Context: an optimization exercise on an open-source flow, tuned for small area. The choices shown serve that exercise and are no tape-out recipe. Function was checked by simulation only, so behaviour that the tests miss may differ from the original.

**flow/standard.sh**
```bash
#!/bin/bash
# synth_recipe.tcl (not shown) runs the flow's synth.tcl, then flattens the netlist and writes it again
# the make line also repeats each setting of config.mk as NAME=value (left out here)
make -C /OpenROAD-flow-scripts/flow DESIGN_CONFIG=/design/flow/config.mk WORK_HOME=/design/flow/orfs CLKGATE_MAP_FILE= SYNTH_SCRIPT=/design/flow/synth_recipe.tcl "${@:-finish}"
```
**flow/design.v**
```verilog
module fir_mac (
	input logic [4:0] sel,
	input logic [4:0] a, b, c, d,
	input logic start,
	input logic [13:0] acc,
	output logic [13:0] nacc
);
	wire t1 = a[0] ^ b[0];
	wire t2 = a[0] & b[0];
	wire t3 = a[1] ^ b[1] ^ t2;
	wire t4 = (a[1] & b[1]) | (a[1] & t2) | (b[1] & t2);
	wire t5 = a[2] ^ b[2] ^ t4;
	wire t6 = (a[2] & b[2]) | (a[2] & t4) | (b[2] & t4);
	wire t7 = a[3] ^ b[3] ^ t6;
	wire t8 = (a[3] & b[3]) | (a[3] & t6) | (b[3] & t6);
	wire t9 = a[4] ^ b[4] ^ t8;
	wire t10 = (a[4] & b[4]) | (a[4] & t8) | (b[4] & t8);
	wire t11 = a[4] ^ b[4] ^ t10;
	wire t12 = c[0] ^ d[0];
	wire t13 = c[0] & d[0];
	wire t14 = c[1] ^ d[1] ^ t13;
	wire t15 = (c[1] & d[1]) | (c[1] & t13) | (d[1] & t13);
	wire t16 = c[2] ^ d[2] ^ t15;
	wire t17 = (c[2] & d[2]) | (c[2] & t15) | (d[2] & t15);
	wire t18 = c[3] ^ d[3] ^ t17;
	wire t19 = (c[3] & d[3]) | (c[3] & t17) | (d[3] & t17);
	wire t20 = c[4] ^ d[4] ^ t19;
	wire t21 = (c[4] & d[4]) | (c[4] & t19) | (d[4] & t19);
	wire t22 = c[4] ^ d[4] ^ t21;
	wire t23 = t1 ^ t12;
	wire t24 = t1 & t12;
	wire t25 = t3 ^ t14 ^ t24;
	wire t26 = (t3 & t14) | (t3 & t24) | (t14 & t24);
	wire t27 = t5 ^ t16 ^ t26;
	wire t28 = (t5 & t16) | (t5 & t26) | (t16 & t26);
	wire t29 = t7 ^ t18 ^ t28;
	wire t30 = (t7 & t18) | (t7 & t28) | (t18 & t28);
	wire t31 = t9 ^ t20 ^ t30;
	wire t32 = (t9 & t20) | (t9 & t30) | (t20 & t30);
	wire t33 = t11 ^ t22 ^ t32;
	wire t34 = (t11 & t22) | (t11 & t32) | (t22 & t32);
	wire t35 = t11 ^ t22 ^ t34;
	wire t36 = t3 ^ t12;
	wire t37 = t3 & t12;
	wire t38 = t5 ^ t14 ^ t37;
	wire t39 = (t5 & t14) | (t5 & t37) | (t14 & t37);
	wire t40 = t7 ^ t16 ^ t39;
	wire t41 = (t7 & t16) | (t7 & t39) | (t16 & t39);
	wire t42 = t9 ^ t18 ^ t41;
	wire t43 = (t9 & t18) | (t9 & t41) | (t18 & t41);
	wire t44 = t11 ^ t20 ^ t43;
	wire t45 = (t11 & t20) | (t11 & t43) | (t20 & t43);
	wire t46 = t11 ^ t22 ^ t45;
	wire t47 = (t11 & t22) | (t11 & t45) | (t22 & t45);
	wire t48 = t11 ^ t22 ^ t47;
	wire [5:0] S1 = {t11, t9, t7, t5, t3, t1};
	wire [5:0] S2 = {t22, t20, t18, t16, t14, t12};
	wire [6:0] T = {t35, t33, t31, t29, t27, t25, t23};
	wire [7:0] E = {t48, t46, t44, t42, t40, t38, t36, t1};
	wire t49 = (~S2[0] & (sel[0])) | (sel[1] | sel[2]);
	wire t50 = (~S2[1] & (sel[0])) | (S2[0] & (sel[3])) | (sel[2]);
	wire t51 = (~S2[2] & (sel[0])) | (S2[1] & (sel[3])) | (sel[2]);
	wire t52 = (~S2[3] & (sel[0])) | (S1[0] & (sel[2])) | (S2[2] & (sel[3]));
	wire t53 = (~S2[4] & (sel[0])) | (S1[1] & (sel[2])) | (S2[3] & (sel[3])) | (E[0] & (sel[4])) | (sel[1]);
	wire t54 = (S2[5] & (sel[0])) | (S1[2] & (sel[2])) | (S2[4] & (sel[3])) | (E[1] & (sel[4])) | (sel[1]);
	wire t55 = (S1[3] & (sel[2])) | (~S2[5] & (sel[3])) | (E[2] & (sel[4])) | (sel[0] | sel[1]);
	wire t56 = (S1[4] & (sel[2])) | (E[3] & (sel[4])) | (sel[3]);
	wire t57 = (~S1[5] & (sel[2])) | (E[4] & (sel[4])) | (sel[0]);
	wire t58 = (E[5] & (sel[4])) | (sel[0] | sel[1] | sel[2]);
	wire t59 = (E[6] & (sel[4])) | (sel[0] | sel[1] | sel[2] | sel[3]);
	wire t60 = (~E[7] & (sel[4])) | (sel[0] | sel[1] | sel[2] | sel[3]);
	wire t61 = (~S2[0] & (sel[0])) | (~E[2] & (sel[1])) | (~S2[1] & (sel[2])) | (S1[2] & (sel[4])) | (sel[3]);
	wire t62 = (~S2[1] & (sel[0])) | (~E[3] & (sel[1])) | (~S2[2] & (sel[2])) | (S1[3] & (sel[4]));
	wire t63 = (~S2[2] & (sel[0])) | (~E[4] & (sel[1])) | (~S2[3] & (sel[2])) | (~S1[0] & (sel[3])) | (S1[4] & (sel[4]));
	wire t64 = (~S2[3] & (sel[0])) | (~E[5] & (sel[1])) | (~S2[4] & (sel[2])) | (~S1[1] & (sel[3])) | (~S1[5] & (sel[4]));
	wire t65 = (~S2[4] & (sel[0])) | (~E[6] & (sel[1])) | (S2[5] & (sel[2])) | (~S1[2] & (sel[3])) | (sel[4]);
	wire t66 = (S2[5] & (sel[0])) | (E[7] & (sel[1])) | (~S1[3] & (sel[3])) | (sel[4]);
	wire t67 = (~E[0] & (sel[1])) | (S1[0] & (sel[4])) | (sel[0]);
	wire t68 = (~E[1] & (sel[1])) | (~S2[0] & (sel[2])) | (S1[1] & (sel[4]));
	wire t69 = (~S1[4] & (sel[3])) | (sel[4]);
	wire t70 = (S1[5] & (sel[3])) | (sel[4]);
	wire t71 = (T[0] & (sel[0] | sel[3] | sel[4])) | (S2[0] & (sel[1]));
	wire t72 = (T[1] & (sel[0] | sel[3] | sel[4])) | (S2[1] & (sel[1])) | (~T[0] & (sel[2]));
	wire t73 = (T[2] & (sel[0] | sel[3] | sel[4])) | (S2[2] & (sel[1])) | (~T[1] & (sel[2]));
	wire t74 = (T[3] & (sel[0] | sel[3] | sel[4])) | (S2[3] & (sel[1])) | (~T[2] & (sel[2]));
	wire t75 = (T[4] & (sel[0] | sel[3] | sel[4])) | (S2[4] & (sel[1])) | (~T[3] & (sel[2]));
	wire t76 = (T[5] & (sel[0] | sel[3] | sel[4])) | (~S2[5] & (sel[1])) | (~T[4] & (sel[2]));
	wire t77 = (~T[6] & (sel[0] | sel[3] | sel[4])) | (~T[5] & (sel[2]));
	wire t78 = (T[6] & (sel[2]));
	wire t79 = (S2[0] & (sel[1])) | (~S2[1] & (sel[2])) | (~T[1] & (sel[3]));
	wire t80 = (S2[1] & (sel[1])) | (~S2[2] & (sel[2])) | (~T[2] & (sel[3]));
	wire t81 = (S2[2] & (sel[1])) | (~S2[3] & (sel[2])) | (~T[3] & (sel[3])) | (E[0] & (sel[4]));
	wire t82 = (S2[3] & (sel[1])) | (~S2[4] & (sel[2])) | (~T[4] & (sel[3])) | (E[1] & (sel[4]));
	wire t83 = (S2[4] & (sel[1])) | (S2[5] & (sel[2])) | (~T[5] & (sel[3])) | (E[2] & (sel[4]));
	wire t84 = (~S2[5] & (sel[1])) | (T[6] & (sel[3])) | (E[3] & (sel[4]));
	wire t85 = (~S2[0] & (sel[2])) | (~T[0] & (sel[3])) | (sel[0]);
	wire t86 = (E[4] & (sel[4]));
	wire t87 = (E[5] & (sel[4]));
	wire t88 = (E[6] & (sel[4]));
	wire t89 = (~E[7] & (sel[4])) | (sel[0] | sel[1] | sel[2] | sel[3]);
	wire t90 = sel[3];
	wire t91 = sel[3];
	wire t92 = sel[4];
	wire t93 = acc[0] & ~start;
	wire t94 = acc[1] & ~start;
	wire t95 = acc[2] & ~start;
	wire t96 = acc[3] & ~start;
	wire t97 = acc[4] & ~start;
	wire t98 = acc[5] & ~start;
	wire t99 = acc[6] & ~start;
	wire t100 = acc[7] & ~start;
	wire t101 = acc[8] & ~start;
	wire t102 = acc[9] & ~start;
	wire t103 = acc[10] & ~start;
	wire t104 = acc[11] & ~start;
	wire t105 = acc[12] & ~start;
	wire t106 = acc[13] & ~start;
	wire t107 = t96 ^ t85;
	wire t108 = t96 & t85;
	wire t109 = t97 ^ t79 ^ t75;
	wire t110 = (t97 & t79) | (t97 & t75) | (t79 & t75);
	wire t111 = t98 ^ t90 ^ t80;
	wire t112 = (t98 & t90) | (t98 & t80) | (t90 & t80);
	wire t113 = t76 ^ t63;
	wire t114 = t76 & t63;
	wire t115 = t99 ^ t91 ^ t81;
	wire t116 = (t99 & t91) | (t99 & t81) | (t91 & t81);
	wire t117 = t77 ^ t64 ^ t54;
	wire t118 = (t77 & t64) | (t77 & t54) | (t64 & t54);
	wire t119 = t100 ^ t82 ^ t78;
	wire t120 = (t100 & t82) | (t100 & t78) | (t82 & t78);
	wire t121 = t65 ^ t55;
	wire t122 = t65 & t55;
	wire t123 = t101 ^ t83 ^ t66;
	wire t124 = (t101 & t83) | (t101 & t66) | (t83 & t66);
	wire t125 = t102 ^ t84;
	wire t126 = t102 & t84;
	wire t127 = t103 ^ t86;
	wire t128 = t103 & t86;
	wire t129 = t104 ^ t92;
	wire t130 = t104 & t92;
	wire t131 = t94 ^ t72;
	wire t132 = t94 & t72;
	wire t133 = t95 ^ t73 ^ t68;
	wire t134 = (t95 & t73) | (t95 & t68) | (t73 & t68);
	wire t135 = t107 ^ t74 ^ t61;
	wire t136 = (t107 & t74) | (t107 & t61) | (t74 & t61);
	wire t137 = t108 ^ t109 ^ t62;
	wire t138 = (t108 & t109) | (t108 & t62) | (t109 & t62);
	wire t139 = t110 ^ t113 ^ t111;
	wire t140 = (t110 & t113) | (t110 & t111) | (t113 & t111);
	wire t141 = t114 ^ t112 ^ t117;
	wire t142 = (t114 & t112) | (t114 & t117) | (t112 & t117);
	wire t143 = t118 ^ t116 ^ t121;
	wire t144 = (t118 & t116) | (t118 & t121) | (t116 & t121);
	wire t145 = t122 ^ t120 ^ t123;
	wire t146 = (t122 & t120) | (t122 & t123) | (t120 & t123);
	wire t147 = t124 ^ t125 ^ t69;
	wire t148 = (t124 & t125) | (t124 & t69) | (t125 & t69);
	wire t149 = t126 ^ t127 ^ t70;
	wire t150 = (t126 & t127) | (t126 & t70) | (t127 & t70);
	wire t151 = t128 ^ t129 ^ t87;
	wire t152 = (t128 & t129) | (t128 & t87) | (t129 & t87);
	wire t153 = t130 ^ t105 ^ t88;
	wire t154 = (t130 & t105) | (t130 & t88) | (t105 & t88);
	wire t155 = t131 ^ t67;
	wire t156 = t131 & t67;
	wire t157 = t132 ^ t133 ^ t50;
	wire t158 = (t132 & t133) | (t132 & t50) | (t133 & t50);
	wire t159 = t134 ^ t135 ^ t51;
	wire t160 = (t134 & t135) | (t134 & t51) | (t135 & t51);
	wire t161 = t136 ^ t137 ^ t52;
	wire t162 = (t136 & t137) | (t136 & t52) | (t137 & t52);
	wire t163 = t138 ^ t139 ^ t53;
	wire t164 = (t138 & t139) | (t138 & t53) | (t139 & t53);
	wire t165 = t140 ^ t141 ^ t115;
	wire t166 = (t140 & t141) | (t140 & t115) | (t141 & t115);
	wire t167 = t142 ^ t143 ^ t119;
	wire t168 = (t142 & t143) | (t142 & t119) | (t143 & t119);
	wire t169 = t144 ^ t145 ^ t56;
	wire t170 = (t144 & t145) | (t144 & t56) | (t145 & t56);
	wire t171 = t146 ^ t147 ^ t57;
	wire t172 = (t146 & t147) | (t146 & t57) | (t147 & t57);
	wire t173 = t148 ^ t149 ^ t58;
	wire t174 = (t148 & t149) | (t148 & t58) | (t149 & t58);
	wire t175 = t150 ^ t151 ^ t59;
	wire t176 = (t150 & t151) | (t150 & t59) | (t151 & t59);
	wire t177 = t152 ^ t153 ^ t60;
	wire t178 = (t152 & t153) | (t152 & t60) | (t153 & t60);
	wire t179 = t154 ^ t106 ^ t89;
	wire t180 = (t154 & t106) | (t154 & t89) | (t106 & t89);
	wire t181 = t71 ^ t93;
	wire t182 = t71 & t93;
	wire t183 = t49 ^ t155 ^ t182;
	wire t184 = (t49 & t155) | (t49 & t182) | (t155 & t182);
	wire t185 = t157 ^ t156 ^ t184;
	wire t186 = (t157 & t156) | (t157 & t184) | (t156 & t184);
	wire t187 = t159 ^ t158 ^ t186;
	wire t188 = (t159 & t158) | (t159 & t186) | (t158 & t186);
	wire t189 = t161 ^ t160 ^ t188;
	wire t190 = (t161 & t160) | (t161 & t188) | (t160 & t188);
	wire t191 = t163 ^ t162 ^ t190;
	wire t192 = (t163 & t162) | (t163 & t190) | (t162 & t190);
	wire t193 = t165 ^ t164 ^ t192;
	wire t194 = (t165 & t164) | (t165 & t192) | (t164 & t192);
	wire t195 = t167 ^ t166 ^ t194;
	wire t196 = (t167 & t166) | (t167 & t194) | (t166 & t194);
	wire t197 = t169 ^ t168 ^ t196;
	wire t198 = (t169 & t168) | (t169 & t196) | (t168 & t196);
	wire t199 = t171 ^ t170 ^ t198;
	wire t200 = (t171 & t170) | (t171 & t198) | (t170 & t198);
	wire t201 = t173 ^ t172 ^ t200;
	wire t202 = (t173 & t172) | (t173 & t200) | (t172 & t200);
	wire t203 = t175 ^ t174 ^ t202;
	wire t204 = (t175 & t174) | (t175 & t202) | (t174 & t202);
	wire t205 = t177 ^ t176 ^ t204;
	wire t206 = (t177 & t176) | (t177 & t204) | (t176 & t204);
	wire t207 = t179 ^ t178 ^ t206;
	wire t208 = (t179 & t178) | (t179 & t206) | (t178 & t206);
	assign nacc = {t207, t205, t203, t201, t199, t197, t195, t193, t191, t189, t187, t185, t183, t181};
endmodule
module top_iq_demod(
	input logic clk,
	input logic resetn,
	input bit ADC_rdy_i,
	input logic signed [4:0] I_IF,
	input logic signed [4:0] Q_IF,
	output bit demod_iq_valid,
	output logic signed [4:0] I_BB,
	output logic signed [4:0] Q_BB
);
logic [2:0] cnt;
logic [1:0] ph;
logic [2:0] cpt;
logic e, w;
logic first;
wire shift = e & (cpt == 3'd4);
always_ff @(posedge clk, negedge resetn)
	if (~resetn) begin
		cnt <= 0; ph <= 0; cpt <= 0; e <= 0; w <= 0; first <= 1;
	end else begin
		cnt <= (cnt == 3'd4) ? 3'd0 : cnt + 3'd1;
		if (cnt == 3'd4) begin ph <= ph + 2'd1; first <= 0; end
		cpt <= shift ? 3'd0 : cpt + 3'd1;
		e <= ~e & ~w & ADC_rdy_i;
		w <= e | (w & ADC_rdy_i);
	end
wire [4:0] sel = {cnt == 3'd0, cnt == 3'd4, cnt == 3'd3, cnt == 3'd2, cnt == 3'd1};
wire [4:0] xi = ph[0] ? Q_IF : I_IF;
wire [4:0] xq = ph[0] ? I_IF : Q_IF;
wire [4:0] in_i = ph[1] ? xi : -xi;
wire [4:0] in_q = (ph[0] ^ ph[1]) ? xq : -xq;
wire [4:0] z = {sel[0], sel[1], sel[2], sel[3], sel[4]};
wire [4:0] f = {sel[4], sel[0], sel[1], sel[2], sel[3]};
logic [4:0] ra_i [0:4], rb_i [0:4], rc_i [0:4], rd_i [0:4];
logic [4:0] ra_q [0:4], rb_q [0:4], rc_q [0:4], rd_q [0:4];
logic [4:0] pa_i [0:4], pb_i [0:4], pc_i [0:4], pd_i [0:4];
logic [4:0] pa_q [0:4], pb_q [0:4], pc_q [0:4], pd_q [0:4];
always_comb
	for (int j = 0; j < 5; j++) begin
		pa_i[j] = ~ra_i[j]; pb_i[j] = rb_i[j]; pc_i[j] = ~rc_i[j]; pd_i[j] = rd_i[j];
		pa_q[j] = ~ra_q[j]; pb_q[j] = rb_q[j]; pc_q[j] = ~rc_q[j]; pd_q[j] = rd_q[j];
		if (j == 0 && first) begin
			pa_i[j] = 0; pb_i[j] = 0; pc_i[j] = 0; pd_i[j] = 0;
			pa_q[j] = 0; pb_q[j] = 0; pc_q[j] = 0; pd_q[j] = 0;
		end
	end
always_ff @(posedge clk)
	for (int j = 0; j < 5; j++) begin
		if (shift) begin
			ra_i[j] <= ~(z[j] ? in_i : pb_i[j]);
			rb_i[j] <= pa_i[(j+1)%5];
			rc_i[j] <= ~(f[j] ? pb_i[(j+1)%5] : pd_i[(j+2)%5]);
			rd_i[j] <= pc_i[(j+1)%5];
			ra_q[j] <= ~(z[j] ? in_q : pb_q[j]);
			rb_q[j] <= pa_q[(j+1)%5];
			rc_q[j] <= ~(f[j] ? pb_q[(j+1)%5] : pd_q[(j+2)%5]);
			rd_q[j] <= pc_q[(j+1)%5];
		end else begin
			ra_i[j] <= ~(pa_i[(j+1)%5]); rb_i[j] <= pb_i[(j+1)%5];
			rc_i[j] <= ~(pc_i[(j+1)%5]); rd_i[j] <= pd_i[(j+1)%5];
			ra_q[j] <= ~(pa_q[(j+1)%5]); rb_q[j] <= pb_q[(j+1)%5];
			rc_q[j] <= ~(pc_q[(j+1)%5]); rd_q[j] <= pd_q[(j+1)%5];
		end
	end
logic [13:9] acc_i_h, acc_q_h;
logic [8:0] acc_i_l, acc_q_l;
logic [4:0] h_i, h_q;
wire start = (cpt == 3'd0);
wire [13:0] acc_i = {acc_i_h, acc_i_l};
wire [13:0] acc_q = {acc_q_h, acc_q_l};
wire [13:0] nacc_i, nacc_q;
fir_mac mac_i (.sel(sel), .a(pa_i[0]), .b(pb_i[0]), .c(pc_i[0]), .d(pd_i[0]), .start(start), .acc(acc_i), .nacc(nacc_i));
fir_mac mac_q (.sel(sel), .a(pa_q[0]), .b(pb_q[0]), .c(pc_q[0]), .d(pd_q[0]), .start(start), .acc(acc_q), .nacc(nacc_q));
always_ff @(posedge clk, negedge resetn)
	if (~resetn) begin
		acc_i_h <= 0; acc_q_h <= 0; I_BB <= 0; Q_BB <= 0;
	end else begin
		acc_i_h <= nacc_i[13:9];
		acc_q_h <= nacc_q[13:9];
		if (cpt == 3'd2) begin I_BB <= h_i; Q_BB <= h_q; end
	end
always_ff @(posedge clk) begin
	acc_i_l <= nacc_i[8:0];
	acc_q_l <= nacc_q[8:0];
	if (start) begin h_i <= acc_i[13:9]; h_q <= acc_q[13:9]; end
end
assign demod_iq_valid = (cpt == 3'd3);
endmodule
```
**flow/config.mk**
```make
export PLATFORM = sky130hd
export DESIGN_NAME = top_iq_demod
export DESIGN_NICKNAME = top_iq_demod
export VERILOG_FILES = /design/flow/design.v
export SDC_FILE = /design/flow/constraint.sdc
export NUM_CORES = 4
export LEC_CHECK = 0
export ABC_AREA = 1
export CAP_MARGIN = 20
export CORE_MARGIN = 2
export CORE_UTILIZATION = 60
export CTS_BUF_LIST = sky130_fd_sc_hd__clkbuf_8
export CTS_CLUSTER_DIAMETER = 50
export CTS_CLUSTER_SIZE = 20
export SLEW_MARGIN = 20
```
**flow/flow/abc_area.script**
```
strash
dc2
&get -n
&deepsyn -T 60 -S 7
&put
dch
amap -F 3 -A 8
topo
```
**flow/constraint.sdc**
```tcl
create_clock -name core_clock -period 13.0 [get_ports {clk}]
set_input_delay 2.6000 -clock core_clock [delete_from_list [all_inputs] [get_ports {clk}]]
set_output_delay 2.6000 -clock core_clock [all_outputs]
set_load 0.01 [all_outputs]
```
**flow/flow/run.sh**
```bash
#!/bin/bash
# Layout flow: the standard ORFS flow (standard.sh) with these changes in how the
# layout is made:
#  - synthesis: Yosys's coarse "synth -run fine:" step runs without its quick ABC pass
#    (-noabc), so that the full adders the RTL spells out are extracted as written, and
#    the final ABC mapping of the combinational logic uses an area-oriented script
#    (abc_area.script in this folder) instead of ORFS's default one. Registers are
#    mapped by the unchanged standard synthesis steps (ABC never touches them);
#  - the port buffers are the smallest buffer, sky130_fd_sc_hd__buf_1;
#  - clock tree synthesis inserts no dummy loads.
# Every tool's full output goes to the ORFS logs (orfs/logs/...) and to flow.log here.
set -euo pipefail
here=$(pwd)
rm -rf "$here/scripts"
cp -r "$FLOW_HOME/scripts" "$here/scripts"
cp "$here/flow/abc_area.script" "$here/scripts/abc_area.script"
sed -i 's/^  synth -top $::env(DESIGN_NAME) -run fine: {\*}$synth_full_args$/  synth -top $::env(DESIGN_NAME) -run fine: -noabc {*}$synth_full_args/' "$here/scripts/synth.tcl"
grep -q -- '-run fine: -noabc' "$here/scripts/synth.tcl"
bash standard.sh "SCRIPTS_DIR=$here/scripts" \
	"BUFFER_PORTS_ARGS=-buffer_cell sky130_fd_sc_hd__buf_1" \
	"CTS_ARGS=-sink_clustering_enable -repair_clock_nets -buf_list sky130_fd_sc_hd__clkbuf_16 -sink_clustering_size 28 -sink_clustering_max_diameter 60 -dont_use_dummy_load" \
	finish > "$here/flow.log" 2>&1
```
==> results of run 1 <==
==> cell families after synthesis <==
| family | after synthesis | share of synthesized area (%) |
|---|---|---|
| AO/OA/AOI/OAI | 347 | 20.0 |
| XOR/XNOR | 2 | 0.142 |
| adder cells (fa/ha/maj) | 153 | 22.5 |
| buffers and inverters | 88 | 2.67 |
| flip-flops | 259 | 44.0 |
| AND/OR/NAND/NOR | 312 | 10.7 |
==> cell usage in the layout (no fill, tap or decap), types with 3 or more instances in the layout <==
master and count:
a221oi_1 75, nor2_1 131, dfrtp_1 30, buf_4 14, ha_1 37, buf_1 22, nor2_2 9, o22ai_1 30
a22oi_1 11, fa_1 116, or2_0 3, o22a_1 32, o221ai_1 18, dfxtp_1 218, o21ai_0 116, a221o_1 5
nor3_1 4, a222oi_1 25, clkbuf_16 20, edfxtp_1 10, o211ai_1 8, nor2b_1 51, o2111ai_1 4, a21oi_1 16
nand2_1 107, clkinv_1 87
==> per-stage QoR <==
stage / util, % / area, um2
after floorplan: - / 12400
after global placement: 64.0 / 12900
after detailed placement: 64.0 / 13000
after CTS: 66.5 / 13500
after global routing: 66.6 / 13500
final: 66.6 / 13500
==> state kept, by name, summed over array words and instances (netlist names) <==
register and flops:
ra_q 25, acc_q_h 5, rc_i 25, h_i 5, rb_i 25, acc_i_h 5, I_BB 5, h_q 5
Q_BB 5, first 1, w 1, rd_i 25, rc_q 25, rb_q 25, ra_i 25, rd_q 25
cnt 3, ph 2, e 1, acc_q_l 9, acc_i_l 9, cpt 3
==> path summary, 6_finish.rpt <==
check,startpoint,endpoint,slack [ns]
max in group asynchronous,resetn,cnt[2],10.26
setup / recovery,first,acc_i_h[13],2.00
hold reg to reg,rd_i[2][2],rc_i[0][2],0.40
min in group asynchronous,resetn,ph[0],2.17
hold / removal,rd_i[2][2],rc_i[0][2],0.40
setup reg to reg,first,acc_i_h[13],2.00
==> layer usage <==
metal	vias up	wire length, um	global-route usage, %
met5	-	0	0
met4	0	885	9.09
met3	66	2040	3.83
met2	351	13200	43.3
met1	4501	13700	41.6
li1	4333	-	-
==> area by class of cell <==
class	count	area, um2	area share, %
multi-input combinational	814	6650	49.4
sequential	259	5440	40.4
clock buffer	20	500	3.72
tap	270	338	2.51
inverter	88	332	2.46
timing repair buffer	38	208	1.54
==> worst max-delay path, cell delays in order (launching register included) <==
cell	delay, ns
dfstp_2	1.06
nor2b_1	0.19
ha_1	0.29
fa_1	0.46
fa_1	0.64
fa_1	0.48
fa_1	0.47
fa_1	0.59
clkinv_1	0.09
o221ai_1	0.26
fa_1	0.49
fa_1	0.53
fa_1	0.51
fa_1	0.44
fa_1	0.46
fa_1	0.46
fa_1	0.47
fa_1	0.46
fa_1	0.46
fa_1	0.47
fa_1	0.47
fa_1	0.45
a21oi_1	0.20
nand2_1	0.07
o21ai_0	0.09
o21ai_0	0.13
xnor2_1	0.14
==> results.cfg, run 1 <==
[placed_design]
pre_cts_ws_ns = 2.02
dp.final_hpwl_um = 21100
gp_congestion = 0.953
place_inst = 1469
numPortBuffers = 23

[die]
core-area_mm2 = 0.0202
rows = 52
io_pins = 24
fp.dieW_um = 148
die_y_um = 148
initial_core_util_pct = 61.1
die-area_mm2 = 0.0218

[layout]
fill_cells = 1647
drive_gt1_share_pct = 4.10
area_growth_pct = 8.87
num_antenna_cells = 0
fin_cells = 1489
nNetsFinal = 1387

[yosys]
syn_avg_cell_area_um2 = 10.7
ys_top_cells_by_count = 218 x dfxtp_1, 142 x nor2_1, 116 x fa_1, 116 x o21ai_0, 107 x nand2_1
syn_nets = 1327
ys_ff_latch = 259
synth-async-reset-ratio_pct = 12.0
synthTopCellsByArea = dfxtp_1 35%, fa_1 19%, dfrtp_1 6.1%
synth-edff-count = 10
synth_cells = 1161
yosysTopAreaCell = dfxtp_1
yosysWarnings = 33
yosysMostFrequentCell = dfxtp_1
synth_ff_type = dfxtp_1
syn-cell-area_mm2 = 0.0124
yosysSeqAreaShare_pct = 44.0
synth_cell_types = 33
synth_top_area_share_pct = 35.3

[clock_network]
cts_hold_buf = 0
cts_resized = 0
clock_latency_ns = 0.53
clk_pin_slew_worst_paths_ns = 0.10
h-tree-depth = 1
cts_buffers = 20
cts_tree = done
cts_root_buf = clkbuf_16
clock_sinks = 259
clk_path_buf_depth = 3
cts_setup_buffers = 0

[detailed_routing]
drc_errors = 0
vias = 9251
avgViaCountPerCell = 6.21
detail_route.wl_per_cell_um = 20.1
drt-pass1-iter-count = 7
routed_wl_um = 29900
ant_nets = 0
drtIter0Drc = 912

[critical_path]
crit_fanout = 41
cp.arrival_ns = 11.34
endpoint_kind = flop
cp.required_ns = 13.34
rr_worst_depth = 26
critPathLaunchType = flop
worstSetupPathType = flop to flop

[timing]
fin_ws_ns = 2.00
fin_tns_setup_ns = 0
hold_slack_ns = 0.399
final_max_slew_viol_count = 0
setup_viol = 0
max_freq_mhz = 90.9
fin_crit_sh_pct = 84.6
rsz0062_at_grt = no
fin_worst_skew_ns = 0.0566
tightest_slew_ns = 1.11
slew_headroom_pct = 26.1
post-route-min-period_ns = 11.00
hold_viol = 0

[worst_hold_path]
worstHoldPathCells = 1
hold_path.class = flop to flop

[flow_run]
max_cap_viol_count = 0

[grt]
antenna_found_initial = 0
track_usage_pct = 28.1
grt_pass1_wl_um = 48400
grt_pass1_vias = 9063
grt_max_degree = 89
grt_overflow = 0

[run_status]
status = timing/DRC/antenna clean
==> inputs of run 2 (changes only) <==
--- a/flow/flow/run.sh
+++ b/flow/flow/run.sh
@@ -20,3 +20,3 @@
 	"BUFFER_PORTS_ARGS=-buffer_cell sky130_fd_sc_hd__buf_1" \
-	"CTS_ARGS=-sink_clustering_enable -repair_clock_nets -buf_list sky130_fd_sc_hd__clkbuf_16 -sink_clustering_size 28 -sink_clustering_max_diameter 60 -dont_use_dummy_load" \
+	"CTS_ARGS=-sink_clustering_enable -repair_clock_nets -buf_list {sky130_fd_sc_hd__clkbuf_8 sky130_fd_sc_hd__clkbuf_16} -sink_clustering_size 24 -sink_clustering_max_diameter 60 -dont_use_dummy_load" \
 	finish > "$here/flow.log" 2>&1
==> run 2 against run 1 <==
  * Synthesized area did not move
  * Sequential share of layout area shrank 0.075 points
  * Die area is the same
  * Non-clock buffer count is the same
  * Final area grew 0.19%
  * Global-route usage up 0.18 points
  * Routed wire length up 0.52%
  * Critical path type unchanged
==> results.cfg, run 2 <==
[grt]
grt_pass1_wl_um = 48600
track_usage_pct = 28.3
grt_overflow = 0
antenna_found_initial = 0
grt_max_degree = 89
grt_pass1_vias = 9092

[layout]
final_cell_mix = 218 x dfxtp_1, 131 x nor2_1, 116 x o21ai_0, 116 x fa_1, 107 x nand2_1
drive_gt1_share_pct = 4.18
area_growth_pct = 9.07
fill_cells = 1640
num_antenna_cells = 0
design_area_mm2 = 0.0135
nNetsFinal = 1388
final_util_pct = 66.7
layout_commonest_cell = dfxtp_1

[clock_network]
clk_path_buf_depth = 3
cts_buffers = 21
cts_root_buf = clkbuf_16
h-tree-depth = 1
clock_latency_ns = 0.52
clk_pin_slew_worst_paths_ns = 0.09
cts_tree = done
clock_sinks = 259
cts_setup_buffers = 0
cts_resized = 0
cts_hold_buf = 0

[detailed_routing]
dr.max_layer_used = met4
avgViaCountPerCell = 6.24
vias = 9301
routed_wl_um = 30000
drt-met1-wl_um = 13700
detail_route.wl_per_cell_um = 20.2
drtIter0Drc = 1081
dr_wl_met3_um = 2130
drt-pass1-iter-count = 6
wl_met2_um = 13400
ant_nets = 0
drc_errors = 0

[timing]
tightest_slew_ns = 1.12
post-route-min-period_ns = 10.99
setup_viol = 0
fin_crit_sh_pct = 84.5
slew_headroom_pct = 25.1
final_max_slew_viol_count = 0
max_freq_mhz = 91.0
fin_tns_setup_ns = 0
hold_slack_ns = 0.411
fin_worst_skew_ns = 0.0451
hold_viol = 0
rsz0062_at_grt = no

[yosys]
yosysTopAreaCell = dfxtp_1
ys_top_cells_by_count = 218 x dfxtp_1, 142 x nor2_1, 116 x fa_1, 116 x o21ai_0, 107 x nand2_1
yosysMostFrequentCell = dfxtp_1
synth-async-reset-ratio_pct = 12.0
synth_top_area_share_pct = 35.3
syn_avg_cell_area_um2 = 10.7
synth_cells = 1161
yosysWarnings = 33
synth_cell_types = 33
ys_ff_latch = 259
yosysSeqAreaShare_pct = 44.0
syn_nets = 1327
syn-cell-area_mm2 = 0.0124
synthTopCellsByArea = dfxtp_1 35%, fa_1 19%, dfrtp_1 6.1%
synth-edff-count = 10
synth_ff_type = dfxtp_1

[die]
rows = 52
fp.dieW_um = 148
die_y_um = 148
initial_core_util_pct = 61.1
core-area_mm2 = 0.0202
die-area_mm2 = 0.0218
io_pins = 24

[critical_path]
critPathLaunchType = flop
slowest_stage = dfstp_2
cp.arrival_ns = 11.33
crit_fanout = 41
cp.required_ns = 13.35
max_stage_delay_ns = 1.06
endpoint_kind = flop
worstSetupPathType = flop to flop
cp_common_cell = fa_1
rr_worst_depth = 26

[worst_hold_path]
worstHoldPathCells = 1
hold_path.class = flop to flop

[placed_design]
numPortBuffers = 23
dpl-instance-area_mm2 = 0.0130
dp.final_hpwl_um = 21100
gp_congestion = 0.953

[run_status]
status = timing/DRC/antenna clean

[flow_run]
max_cap_viol_count = 0
run 2: cell types whose count changed in the layout (fill, tap and decap cells not counted):
cell	before	now
clkbuf_16	20	21
run 2: cell families (layout without fill, tap and decap cells):
kind of cell | count (synthesis) | in the layout | synth area share, %
and+or+nand+nor | 312 | 312 | 10.7
adders and majority gates | 153 | 153 | 22.5
buffers and inverters | 88 | 147 | 2.67
xor gates and xnor gates | 2 | 2 | 0.142
AOI/OAI and AO/OA | 347 | 347 | 20.0
DFF | 259 | 259 | 44.0
run 2: final timing paths:
check / start / to / slack (ns)
max in group asynchronous: resetn / cnt[2] / 10.26
worst min-delay path: rd_i[4][1] / rc_i[2][1] / 0.41
worst min register to register: rd_i[4][1] / rc_i[2][1] / 0.41
worst max-delay path: first / acc_i_h[13] / 2.01
min in group asynchronous: resetn / ph[0] / 2.18
worst max register to register: first / acc_i_h[13] / 2.01
run 2: final cells by class:
cell class                 instances  area (um2)  share of cell area [%]
clock buffer                      21         526                    3.89
inverter                          88         332                    2.46
multi-input combinational        814        6650                    49.3
sequential                       259        5440                    40.3
tap                              270         338                    2.50
timing repair buffer              38         208                    1.54
run 2: critical path: cells and delay by family, from the launching register on:
family	cells	cell delay (ns)
adders and majority gates	18	8.60
xor gates and xnor gates	1	0.14
and+or+nand+nor	2	0.26
DFF	1	1.06
buffers and inverters	1	0.09
AOI/OAI and AO/OA	4	0.68
run 2: stage by stage:
stage                     setup slack [ns]  instances
after floorplan                       2.78       1161
after global placement                2.23       1468
after detailed placement              2.02       1469
after CTS                             1.96       1490
after global routing                  1.50       1490
final                                 2.01       1490
run 2: per-layer routing:
layer | up-vias | global-route usage (%)
met5 | - | 0
met4 | 0 | 9.09
met3 | 63 | 3.58
met2 | 371 | 43.4
met1 | 4536 | 42.2
li1 | 4331 | -
==> inputs of run 3 (changes only) <==
--- a/flow/flow/run.sh
+++ b/flow/flow/run.sh
@@ -20,3 +20,3 @@
 	"BUFFER_PORTS_ARGS=-buffer_cell sky130_fd_sc_hd__buf_1" \
-	"CTS_ARGS=-sink_clustering_enable -repair_clock_nets -buf_list {sky130_fd_sc_hd__clkbuf_8 sky130_fd_sc_hd__clkbuf_16} -sink_clustering_size 24 -sink_clustering_max_diameter 60 -dont_use_dummy_load" \
+	"CTS_ARGS=-sink_clustering_enable -repair_clock_nets -buf_list sky130_fd_sc_hd__clkbuf_8 -sink_clustering_size 20 -sink_clustering_max_diameter 50 -dont_use_dummy_load" \
 	finish > "$here/flow.log" 2>&1
--- a/flow/config.mk
+++ b/flow/config.mk
@@ -10,3 +10,3 @@
 export CORE_MARGIN = 2
-export CORE_UTILIZATION = 60
+export CORE_UTILIZATION = 50
 export CTS_BUF_LIST = sky130_fd_sc_hd__clkbuf_8
==> run 3 against run 2 <==
  * Synthesized cell count unchanged
  * Fmax up 0.23%
  * Worst setup slack better by 0.025 ns
  * Via count down 1.2%
  * Largest cell class unchanged
==> results.cfg, run 3 <==
[critical_path]
cp-startpoint = first
rr_worst_depth = 26
critPathLaunchType = flop
worstSetupPathType = flop to flop
r2r-start = first
crit_fanout = 41
cp.required_ns = 13.39
rr_endpoint = acc_i_h[13]
endpoint_kind = flop
cp.arrival_ns = 11.35
rrSetupSlack_ns = 2.04

[layout]
final_cell_mix = 218 x dfxtp_1, 133 x nor2_1, 116 x o21ai_0, 116 x fa_1, 107 x nand2_1
nNetsFinal = 1397
final_util_pct = 55.2
layout_commonest_cell = dfxtp_1
drive_gt1_share_pct = 4.72
num_antenna_cells = 0
area_growth_pct = 8.44
design_area_mm2 = 0.0134

[timing]
tightest_slew_ns = 0.999
hold_slack_ns = 0.380
post-route-min-period_ns = 10.96
final_max_slew_viol_count = 0
slew_headroom_pct = 32.7
fin_tns_setup_ns = 0
hold_viol = 0
fin_worst_skew_ns = 0.129
max_freq_mhz = 91.2
setup_viol = 0
rsz0062_at_grt = no
fin_ws_ns = 2.04
fin_crit_sh_pct = 84.3

[clock_network]
clk_path_buf_depth = 3
cts_buffers = 26
cts_tree = done
cts_hold_buf = 0
h-tree-depth = 1
clk_pin_slew_worst_paths_ns = 0.07
clock_latency_ns = 0.62
cts_resized = 0
clock_sinks = 259
cts_setup_buffers = 0
cts_root_buf = clkbuf_8

[grt]
grt_pass1_vias = 9006
grt_pass1_wl_um = 50300
track_usage_pct = 24.5
grt_max_degree = 85
grt_overflow = 0
antenna_found_initial = 0

[detailed_routing]
ant_nets = 0
drt-pass1-iter-count = 5
avgViaCountPerCell = 5.92
detail_route.wl_per_cell_um = 20.1
drc_errors = 0
routed_wl_um = 31200
drtIter0Drc = 925
vias = 9192

[placed_design]
dp.final_hpwl_um = 21400
gp_congestion = 0.950
numPortBuffers = 23
dpl-instance-area_mm2 = 0.0130
pre_cts_ws_ns = 2.10

[die]
rows = 57
io_pins = 24
initial_core_util_pct = 50.9
die_y_um = 161
die-area_mm2 = 0.0260
core-area_mm2 = 0.0243
fp.dieW_um = 161

[yosys]
synthTopCellsByArea = dfxtp_1 35%, fa_1 19%, dfrtp_1 6.1%
yosysTopAreaCell = dfxtp_1
yosysSeqAreaShare_pct = 44.0
synth_ff_type = dfxtp_1
synth_top_area_share_pct = 35.3
synth-edff-count = 10
yosysWarnings = 33
ys_top_cells_by_count = 218 x dfxtp_1, 142 x nor2_1, 116 x fa_1, 116 x o21ai_0, 107 x nand2_1
synth_cell_types = 33
syn-cell-area_mm2 = 0.0124
yosysMostFrequentCell = dfxtp_1
syn_avg_cell_area_um2 = 10.7
synth_cells = 1161
synth-async-reset-ratio_pct = 12.0
ys_ff_latch = 259
syn_nets = 1327

[worst_hold_path]
hp-start = rd_q[4][0]
hold_path.class = flop to flop
hold_end = rc_q[2][0]
worstHoldPathCells = 1

[flow_run]
max_cap_viol_count = 0

[run_status]
status = timing/DRC/antenna clean
==> run 3: cell counts after synthesis <==
No cell type changed its count.
==> run 3: layer usage <==
| metal | routed length, um | GRT usage, % |
|---|---|---|
| met1 | 15100 | 37.8 |
| met2 | 13300 | 36.3 |
| met3 | 1970 | 3.24 |
| met4 | 810 | 6.62 |
| met5 | 0 | 0 |
==> run 3: worst max-delay path by stage <==
stage                              to  slack [ns]  cells past startpoint
after global placement    acc_i_h[13]        2.22                     28
after detailed placement  acc_i_h[13]        2.10                     26
after floorplan           acc_q_h[13]        2.78                     26
after global routing      acc_i_h[13]        1.43                     27
final                     acc_i_h[13]        2.04                     26
after CTS                 acc_i_h[13]        2.03                     26
==> run 3: area by class of cell <==
type | count | area (um2)
clock buffer | 26 | 358
fill | 2177 | 10900
inverter | 88 | 332
sequential | 259 | 5440
multi-input combinational | 814 | 6640
tap | 324 | 405
timing repair buffer | 42 | 234
==> run 3: kinds of logic after synthesis <==
| group | Yosys count | share of synthesized area (%) |
|---|---|---|
| flops | 259 | 44.0 |
| xor+xnor | 2 | 0.142 |
| fa+ha+maj | 153 | 22.5 |
| compound gates | 347 | 20.0 |
| buf+inv | 88 | 2.67 |
| simple gates | 312 | 10.7 |
==> run 3: metrics by stage <==
step / instances
3_3_place_gp: 1526
4_1_cts: 1553
2_1_floorplan: 1161
3_5_place_dp: 1527
6_report: 1553
5_1_grt: 1553
==> run 3: worst max-delay path: stages (launching register included) <==
cell,delay (ns)
dfstp_2,1.05
nor2_1,0.22
ha_1,0.26
fa_1,0.63
fa_1,0.48
fa_1,0.47
fa_1,0.47
fa_1,0.59
clkinv_1,0.09
o221ai_1,0.24
fa_1,0.48
fa_1,0.52
fa_1,0.51
fa_1,0.45
fa_1,0.46
fa_1,0.46
fa_1,0.46
fa_1,0.47
fa_1,0.46
fa_1,0.46
fa_1,0.46
fa_1,0.44
a21oi_1,0.19
nand2_1,0.07
o21ai_0,0.09
o21ai_0,0.13
xnor2_1,0.14
==> inputs of run 4 (changes only) <==
--- a/flow/config.mk
+++ b/flow/config.mk
@@ -10,3 +10,3 @@
 export CORE_MARGIN = 2
-export CORE_UTILIZATION = 50
+export CORE_UTILIZATION = 60
 export CTS_BUF_LIST = sky130_fd_sc_hd__clkbuf_8
==> run 4 against run 3 <==
  * Synthesized cell count unchanged
  * Synthesized area did not move
  * Worst hold slack lost 0.010 ns
  * Die area down 16%
  * Sequential cell count is the same
  * Via count rose by 1.1%
  * Routed wire length down 4.2%
  * Global-route usage increased by 3.6 points
  * Worst setup slack improved by 0.043 ns
  * Sequential share of layout area rose by 0.27 points
  * Critical endpoint unchanged
==> results.cfg, run 4 <==
[yosys]
yosysSeqAreaShare_pct = 44.0
ys_top_cells_by_count = 218 x dfxtp_1, 142 x nor2_1, 116 x fa_1, 116 x o21ai_0, 107 x nand2_1
yosysTopAreaCell = dfxtp_1
yosysMostFrequentCell = dfxtp_1
syn_nets = 1327
synth_cell_types = 33
synth_ff_type = dfxtp_1
synth_cells = 1161
syn_avg_cell_area_um2 = 10.7
ys_ff_latch = 259
yosysWarnings = 33
synth-async-reset-ratio_pct = 12.0
synth-edff-count = 10
synth_top_area_share_pct = 35.3
synthTopCellsByArea = dfxtp_1 35%, fa_1 19%, dfrtp_1 6.1%
syn-cell-area_mm2 = 0.0124

[clock_network]
clock_sinks = 259
clock_latency_ns = 0.60
cts_hold_buf = 0
clk_pin_slew_worst_paths_ns = 0.08
cts_buffers = 26
cts_setup_buffers = 0
h-tree-depth = 1
cts_resized = 0
clk_path_buf_depth = 3
cts_root_buf = clkbuf_8
cts_tree = done

[timing]
max_freq_mhz = 91.6
setup_viol = 0
final_max_slew_viol_count = 0
fin_crit_sh_pct = 84.0
post-route-min-period_ns = 10.92
fin_tns_setup_ns = 0
hold_viol = 0
fin_ws_ns = 2.08
slew_headroom_pct = 25.5
fin_worst_skew_ns = 0.0997
rsz0062_at_grt = no
tightest_slew_ns = 1.12

[critical_path]
crit_fanout = 41
cp.required_ns = 13.42
rrSetupSlack_ns = 2.08
r2r-start = first
cp.arrival_ns = 11.34
endpoint_kind = flop
rr_worst_depth = 26
critPathLaunchType = flop
rr_endpoint = acc_i_h[13]
worstSetupPathType = flop to flop

[layout]
num_antenna_cells = 0
nNetsFinal = 1393
drive_gt1_share_pct = 4.57
fill_cells = 1654
layout_commonest_cell = dfxtp_1
final_cell_mix = 218 x dfxtp_1, 131 x nor2_1, 116 x o21ai_0, 116 x fa_1, 107 x nand2_1
multiInputGateArea_mm2 = 0.00665
final_util_pct = 65.9
fin_cells = 1495
design_area_mm2 = 0.0133
area_growth_pct = 7.72
regArea_mm2 = 0.00544

[worst_hold_path]
worstHoldPathCells = 0
hold_path.class = flop to flop
hold_end = h_i[3]
hp-start = acc_i_h[12]

[placed_design]
dpl-instance-area_mm2 = 0.0130
place_inst = 1469
gp_congestion = 0.953
dp.final_hpwl_um = 21100
numPortBuffers = 23
pre_cts_ws_ns = 2.02

[die]
initial_core_util_pct = 61.1
core-area_mm2 = 0.0202
io_pins = 24
fp.dieW_um = 148
rows = 52
die-area_mm2 = 0.0218
die_y_um = 148

[detailed_routing]
drt-pass1-iter-count = 8
ant_nets = 0
drc_errors = 0
dr.max_layer_used = met4
vias = 9294
avgViaCountPerCell = 6.22
drt-met1-wl_um = 13600
detail_route.wl_per_cell_um = 20.0
dr_wl_met3_um = 2170
routed_wl_um = 29900
wl_met2_um = 13200
drtIter0Drc = 972

[run_status]
status = timing/DRC/antenna clean

[flow_run]
max_cap_viol_count = 0

[grt]
grt_max_degree = 89
antenna_found_initial = 0
track_usage_pct = 28.0
grt_pass1_vias = 9038
grt_pass1_wl_um = 48400
grt_overflow = 0
[run 4: cell counts after synthesis]
No cell type changed its count.
[run 4: cells by family after synthesis]
family          count (synthesis)  synth area share, %
compound gates                347                 20.0
xor+xnor                        2                0.142
fa+ha+maj                     153                 22.5
buf+inv                        88                 2.67
flops                         259                 44.0
simple gates                  312                 10.7
[run 4: layout make-up]
class,instances,share of cell area [%]
timing repair buffer,38,1.56
sequential,259,40.8
clock buffer,26,2.69
multi-input combinational,814,49.9
tap,270,2.54
inverter,88,2.49
[run 4: critical path, stage by stage (launching register included)]
cell and delay (ns):
dfstp_2 1.04, nor2b_1 0.19, ha_1 0.28, fa_1 0.46, fa_1 0.64, fa_1 0.48, fa_1 0.47, fa_1 0.59
clkinv_1 0.09, o221ai_1 0.25, fa_1 0.49, fa_1 0.53, fa_1 0.51, fa_1 0.44, fa_1 0.46, fa_1 0.46
fa_1 0.47, fa_1 0.46, fa_1 0.46, fa_1 0.47, fa_1 0.47, fa_1 0.45, a21oi_1 0.20, nand2_1 0.07
o21ai_0 0.09, o21ai_0 0.13, xnor2_1 0.14
[run 4: stage by stage]
step	hold WS [ns]
4_1_cts	0.377
5_1_grt	0.389
3_5_place_dp	0.423
2_1_floorplan	0.417
6_report	0.370
3_3_place_gp	0.422
[run 4: how the worst max path moves through the flow]
| stage | startpoint | end | slack (ns) |
|---|---|---|---|
| finish | first | acc_i_h[13] | 2.08 |
| CTS | first | acc_i_h[13] | 2.01 |
| global route | first | acc_q_h[13] | 1.55 |
| detailed placement | first | acc_i_h[13] | 2.02 |
| global placement | first | acc_i_h[13] | 2.23 |
| floorplan | first | acc_q_h[13] | 2.78 |
[run 4: layer usage]
metal / GRT usage (%) / vias up
met3: 3.83 / 78
li1: - / 4336
met4: 8.65 / 0
met2: 43.5 / 392
met5: 0 / -
met1: 41.4 / 4488
==> inputs of run 5 (changes only) <==
--- a/flow/config.mk
+++ b/flow/config.mk
@@ -10,3 +10,3 @@
 export CORE_MARGIN = 2
-export CORE_UTILIZATION = 60
+export CORE_UTILIZATION = 70
 export CTS_BUF_LIST = sky130_fd_sc_hd__clkbuf_8
==> run 5 against run 4 <==
  * Final area down 0.62%
  * Synthesized cell count is the same
  * Worst setup slack got worse by 0.14 ns
  * Sequential cell count unchanged
  * Non-clock buffer count rose by 1
  * Still clean
  * Synthesized area did not move
  * Worst hold slack improved by 0.044 ns
  * Sequential share of layout area increased by 0.25 points
  * Fmax decreased by 1.3%
==> results.cfg, run 5 <==
[yosys]
synthTopCellsByArea = dfxtp_1 35%, fa_1 19%, dfrtp_1 6.1%
synth_cells = 1161
ys_top_cells_by_count = 218 x dfxtp_1, 142 x nor2_1, 116 x fa_1, 116 x o21ai_0, 107 x nand2_1
synth_top_area_share_pct = 35.3
yosysTopAreaCell = dfxtp_1
synth-edff-count = 10
syn-cell-area_mm2 = 0.0124
syn_nets = 1327
yosysSeqAreaShare_pct = 44.0
synth-async-reset-ratio_pct = 12.0
yosysWarnings = 33
synth_ff_type = dfxtp_1
syn_avg_cell_area_um2 = 10.7
synth_cell_types = 33
ys_ff_latch = 259
yosysMostFrequentCell = dfxtp_1

[timing]
slew_headroom_pct = 25.0
tightest_slew_ns = 1.12
max_freq_mhz = 90.4
post-route-min-period_ns = 11.06
fin_tns_setup_ns = 0
fin_worst_skew_ns = 0.0702
rsz0062_at_grt = no
fin_crit_sh_pct = 85.1
final_max_slew_viol_count = 0
setup_viol = 0
hold_viol = 0

[detailed_routing]
detail_route.wl_per_cell_um = 20.9
routed_wl_um = 30200
vias = 9545
avgViaCountPerCell = 6.59
drc_errors = 0
drtIter0Drc = 1387
ant_nets = 0
drt-pass1-iter-count = 8

[clock_network]
cts_hold_buf = 0
cts_buffers = 24
cts_root_buf = clkbuf_8
h-tree-depth = 1
cts_setup_buffers = 0
clock_latency_ns = 0.58
cts_tree = done
clk_path_buf_depth = 3
clock_sinks = 259
clk_pin_slew_worst_paths_ns = 0.08
cts_resized = 0

[placed_design]
dp.final_hpwl_um = 20900
numPortBuffers = 23
dpl-instance-area_mm2 = 0.0129
gp_congestion = 1.00
place_inst = 1424

[grt]
grt_pass1_vias = 9146
grt_overflow = 0
antenna_found_initial = 0
grt_max_degree = 113
track_usage_pct = 33.4
grt_pass1_wl_um = 48400

[run_status]
status = timing/DRC/antenna clean

[layout]
design_area_mm2 = 0.0132
final_util_pct = 76.6
num_antenna_cells = 0
nNetsFinal = 1392
fill_cells = 1212
area_growth_pct = 7.05
layout_commonest_cell = dfxtp_1
fin_cells = 1449
final_cell_mix = 218 x dfxtp_1, 135 x nor2_1, 116 x o21ai_0, 116 x fa_1, 107 x nand2_1
regArea_mm2 = 0.00544
multiInputGateArea_mm2 = 0.00664
drive_gt1_share_pct = 4.17

[die]
fp.dieW_um = 137
initial_core_util_pct = 71.5
io_pins = 24
core-area_mm2 = 0.0173
die-area_mm2 = 0.0188
rows = 48
die_y_um = 137

[flow_run]
max_cap_viol_count = 0

[critical_path]
critPathLaunchType = flop
endpoint_kind = flop
cp.arrival_ns = 11.49
cp.required_ns = 13.43
worstSetupPathType = flop to flop
crit_fanout = 41

[worst_hold_path]
hold_path.class = flop to flop
[run 5: layout make-up]
cell class	instances	area share [%]
Tap cell	225	2.13
Sequential cell	259	41.1
Timing Repair Buffer	39	1.65
Multi-Input combinational cell	814	50.1
Inverter	88	2.50
Clock buffer	24	2.49
[run 5: cells by family (layout without fill, tap and decap cells)]
kind of cell	after synthesis	in the layout	synth area share [%]
XOR/XNOR	2	2	0.142
flip-flops	259	259	44.0
adder cells (fa/ha/maj)	153	153	22.5
AO/OA/AOI/OAI	347	347	20.0
buffers and inverters	88	151	2.67
AND/OR/NAND/NOR	312	312	10.7
[run 5: routing by layer]
metal	GRT usage (%)	share of wire, %	wire [um]	up-vias
met1	47.4	43	13000	4676
met2	53.5	47	14100	449
met5	0	0	0	-
met3	6.15	8.5	2570	80
met4	8.48	2.1	646	0
li1	-	-	-	4340
[run 5: critical path: stages (launching register included)]
cell      delay (ns)
dfstp_2         1.04
nor2_1          0.20
ha_1            0.25
fa_1            0.63
fa_1            0.48
fa_1            0.46
fa_1            0.48
fa_1            0.58
clkinv_1        0.09
o221ai_1        0.25
fa_1            0.49
fa_1            0.52
fa_1            0.52
fa_1            0.45
fa_1            0.47
fa_1            0.46
fa_1            0.46
fa_1            0.48
fa_1            0.48
fa_1            0.46
fa_1            0.46
fa_1            0.46
a21oi_1         0.21
nand2_1         0.08
o21ai_0         0.11
nand2_1         0.09
o21ai_0         0.12
xnor2_1         0.16
[run 5: final timing paths]
| path | cells past startpoint | slack, ns | endpoint | startpoint |
|---|---|---|---|---|
| worst max-delay path | 27 | 1.94 | acc_i_h[13] | first |
| worst min-delay path | 0 | 0.41 | h_i[4] | acc_i_h[13] |
| worst max register to register | 27 | 1.94 | acc_i_h[13] | first |
| worst min register to register | 0 | 0.41 | h_i[4] | acc_i_h[13] |
| max in group asynchronous | 1 | 10.28 | acc_q_h[13] | resetn |
| min in group asynchronous | 1 | 2.12 | ph[1] | resetn |
[run 5: per-stage QoR]
step	hold WS [ns]	worst slack, ns
6_report	0.414	1.94
5_1_grt	0.426	1.43
4_1_cts	0.412	1.97
3_5_place_dp	0.426	2.03
3_3_place_gp	0.422	2.29
2_1_floorplan	0.417	2.78
==> inputs of run 6 (changes only) <==
--- a/flow/config.mk
+++ b/flow/config.mk
@@ -10,3 +10,3 @@
 export CORE_MARGIN = 2
-export CORE_UTILIZATION = 70
+export CORE_UTILIZATION = 80
 export CTS_BUF_LIST = sky130_fd_sc_hd__clkbuf_8
==> run 6 against run 5 <==
  * Highest routed layer unchanged
  * Worst setup slack got worse by 0.038 ns
  * Worst hold slack worse by 0.017 ns
  * Core utilization rose by 10 points
  * Cell count shrank 2.7%
==> results.cfg, run 6 <==
[yosys]
ys_top_cells_by_count = 218 x dfxtp_1, 142 x nor2_1, 116 x fa_1, 116 x o21ai_0, 107 x nand2_1
yosysTopAreaCell = dfxtp_1
synth_compound_area_share_pct = 20.0
yosysWarnings = 33
synth_cell_types = 33
synth_cells = 1161
synth-edff-count = 10
yosysMostFrequentCell = dfxtp_1
yosys.area_share.adder_pct = 22.5
yosys.area_share.simple_pct = 10.7
synthTopCellsByArea = dfxtp_1 35%, fa_1 19%, dfrtp_1 6.1%
syn-cell-area_mm2 = 0.0124
yosysSeqAreaShare_pct = 44.0
synth_top_family_by_area = adder cells
synth_top_area_share_pct = 35.3
synth-xor-area-share_pct = 0.142
ys_ff_latch = 259
synth_mux_area_share_pct = 0
synth_ff_type = dfxtp_1
synth-async-reset-ratio_pct = 12.0
syn_nets = 1327
syn_avg_cell_area_um2 = 10.7

[critical_path]
max_stage_delay_ns = 1.06
slowest_stage = dfstp_2
worstSetupPathType = flop to flop
rrSetupSlack_ns = 1.90
endpoint_kind = flop
crit_fanout = 41
path_depth = 27
cp.arrival_ns = 11.58
critical_path.top_delay_family = adder cells
cp_common_cell = fa_1
critical_path_buf_inv_count = 1
cp.required_ns = 13.49
critPathLaunchType = flop
rr_endpoint = acc_i_h[13]
rr_worst_depth = 27
r2r-start = first

[clock_network]
clock_sinks = 259
cts_hold_buf = 0
cts_buffers = 22
cts_resized = 0
cts_root_buf = clkbuf_8
clk_path_buf_depth = 3
cts_setup_buffers = 0
cts_tree = done
h-tree-depth = 1
clock_latency_ns = 0.57
clk_pin_slew_worst_paths_ns = 0.10

[die]
initial_core_util_pct = 81.7
fp.dieW_um = 128
die-area_mm2 = 0.0165
core-area_mm2 = 0.0151
die_y_um = 128
io_pins = 24
rows = 45

[detailed_routing]
drt-pass1-iter-count = 9
vias = 9885
drc_errors = 0
routed_wl_um = 31400
drtIter0Drc = 1565
avgViaCountPerCell = 7.01
detail_route.wl_per_cell_um = 22.3
ant_nets = 0

[layout]
num_antenna_cells = 0
final_cell_mix = 218 x dfxtp_1, 139 x nor2_1, 116 x o21ai_0, 116 x fa_1, 107 x nand2_1
area_growth_pct = 6.24
drive_gt1_share_pct = 3.68
final_util_pct = 86.8
nNetsFinal = 1390
layout_commonest_cell = dfxtp_1
fill_cells = 772

[grt]
grt_pass1_vias = 9671
use_met2_pct = 62.6
antenna_found_initial = 0
busiest_layer = met2
grt_use_met3_pct = 7.44
grt_overflow = 0
track_usage_pct = 39.0
grt_pass1_wl_um = 50000
grt_max_degree = 109
gr-usage-met1_pct = 53.5

[flow_run]
max_cap_viol_count = 0

[timing]
fin_tns_setup_ns = 0
tightest_slew_ns = 1.13
hold_slack_ns = 0.397
final_max_slew_viol_count = 0
fin_crit_sh_pct = 85.4
fin_worst_skew_ns = 0.0810
post-route-min-period_ns = 11.10
hold_viol = 0
slew_headroom_pct = 24.3
max_freq_mhz = 90.1
setup_viol = 0
rsz0062_at_grt = no

[placed_design]
gp_congestion = 1.04
numPortBuffers = 23
dp.final_hpwl_um = 21300

[worst_hold_path]
hold_path.class = flop to flop
hp-start = acc_i_h[12]
hold_end = h_i[3]
worstHoldPathCells = 0

[run_status]
status = timing/DRC/antenna clean
run 6: cell counts after synthesis:
Identical to the previous run, type by type.
run 6: worst max path at each step:
stage	start	end	slack, ns
after floorplan	first	acc_q_h[13]	2.78
after global placement	first	acc_i_h[13]	2.35
after detailed placement	first	acc_i_h[13]	2.02
after CTS	first	acc_i_h[13]	1.95
after global routing	first	acc_i_h[13]	1.45
final	first	acc_i_h[13]	1.90
run 6: logic make-up after synthesis:
logic type      Yosys count
compound gates          347
fa+ha+maj               153
buf+inv                  88
flops                   259
simple gates            312
xor+xnor                  2
run 6: layout make-up:
cell class / instances / area, um2 / share of cell area (%)
tap: 188 / 235 / 1.79
sequential: 259 / 5440 / 41.4
multi-input combinational: 814 / 6620 / 50.4
timing repair buffer: 39 / 208 / 1.58
clock buffer: 22 / 303 / 2.30
inverter: 88 / 332 / 2.52
run 6: layer usage:
metal,wire (um),vias up
met5,0,-
met4,1260,0
met3,3350,127
met2,14500,673
met1,12200,4750
li1,-,4335
run 6: metrics by stage:
step	cells	instance area, um2	setup WS [ns]
global route	1410	13100	1.45
CTS	1410	13100	1.95
global placement	1388	12800	2.35
detailed placement	1388	12800	2.02
floorplan	1161	12400	2.78
finish	1410	13100	1.90
run 6: worst reg2reg max path: stages, from the launching register on:
cell and delay [ns]:
dfstp_2 1.06, nor2b_1 0.20, ha_1 0.28, fa_1 0.61, fa_1 0.48, fa_1 0.48
fa_1 0.47, fa_1 0.60, clkinv_1 0.12, o221ai_1 0.25, fa_1 0.49, fa_1 0.53
fa_1 0.52, fa_1 0.46, fa_1 0.49, fa_1 0.47, fa_1 0.47, fa_1 0.47
fa_1 0.46, fa_1 0.46, fa_1 0.46, fa_1 0.45, nor2_1 0.10, a21oi_1 0.05
o21ai_0 0.23, nand2_1 0.09, o21ai_0 0.11, xnor2_1 0.14

## what the ideal ports hide
The flow's constraints put no driver on any port. The routed layouts listed below were extracted and timed again, unchanged, in two steps. Step 1, drivers: a clkbuf_16 drives clk and a buf_2 each remaining input, both assumed. Step 2 times the ports against the registers' clock, not the clock port: input delays grow and output delays shrink by t, the midpoint of the rising clock arrivals with the driver on. a / b / c = no drivers / after step 1 / after step 2; a / b = the first two.
run | t, ns | slack for setup (ns) | worst setup path after step 2
run 1 | 0.548 | 2.002 / 2.002 / 2.002 | register to register
run 2 | 0.547 | 2.013 / 2.013 / 2.013 | register to register
run 3 | 0.607 | 2.037 / 2.037 / 2.037 | register to register
run 4 | 0.591 | 2.080 / 2.080 / 2.080 | register to register
run 5 | 0.588 | 1.939 / 1.939 / 1.939 | register to register
run 6 | 0.573 | 1.901 / 1.901 / 1.901 | register to register
After both steps every run listed still meets setup and hold.
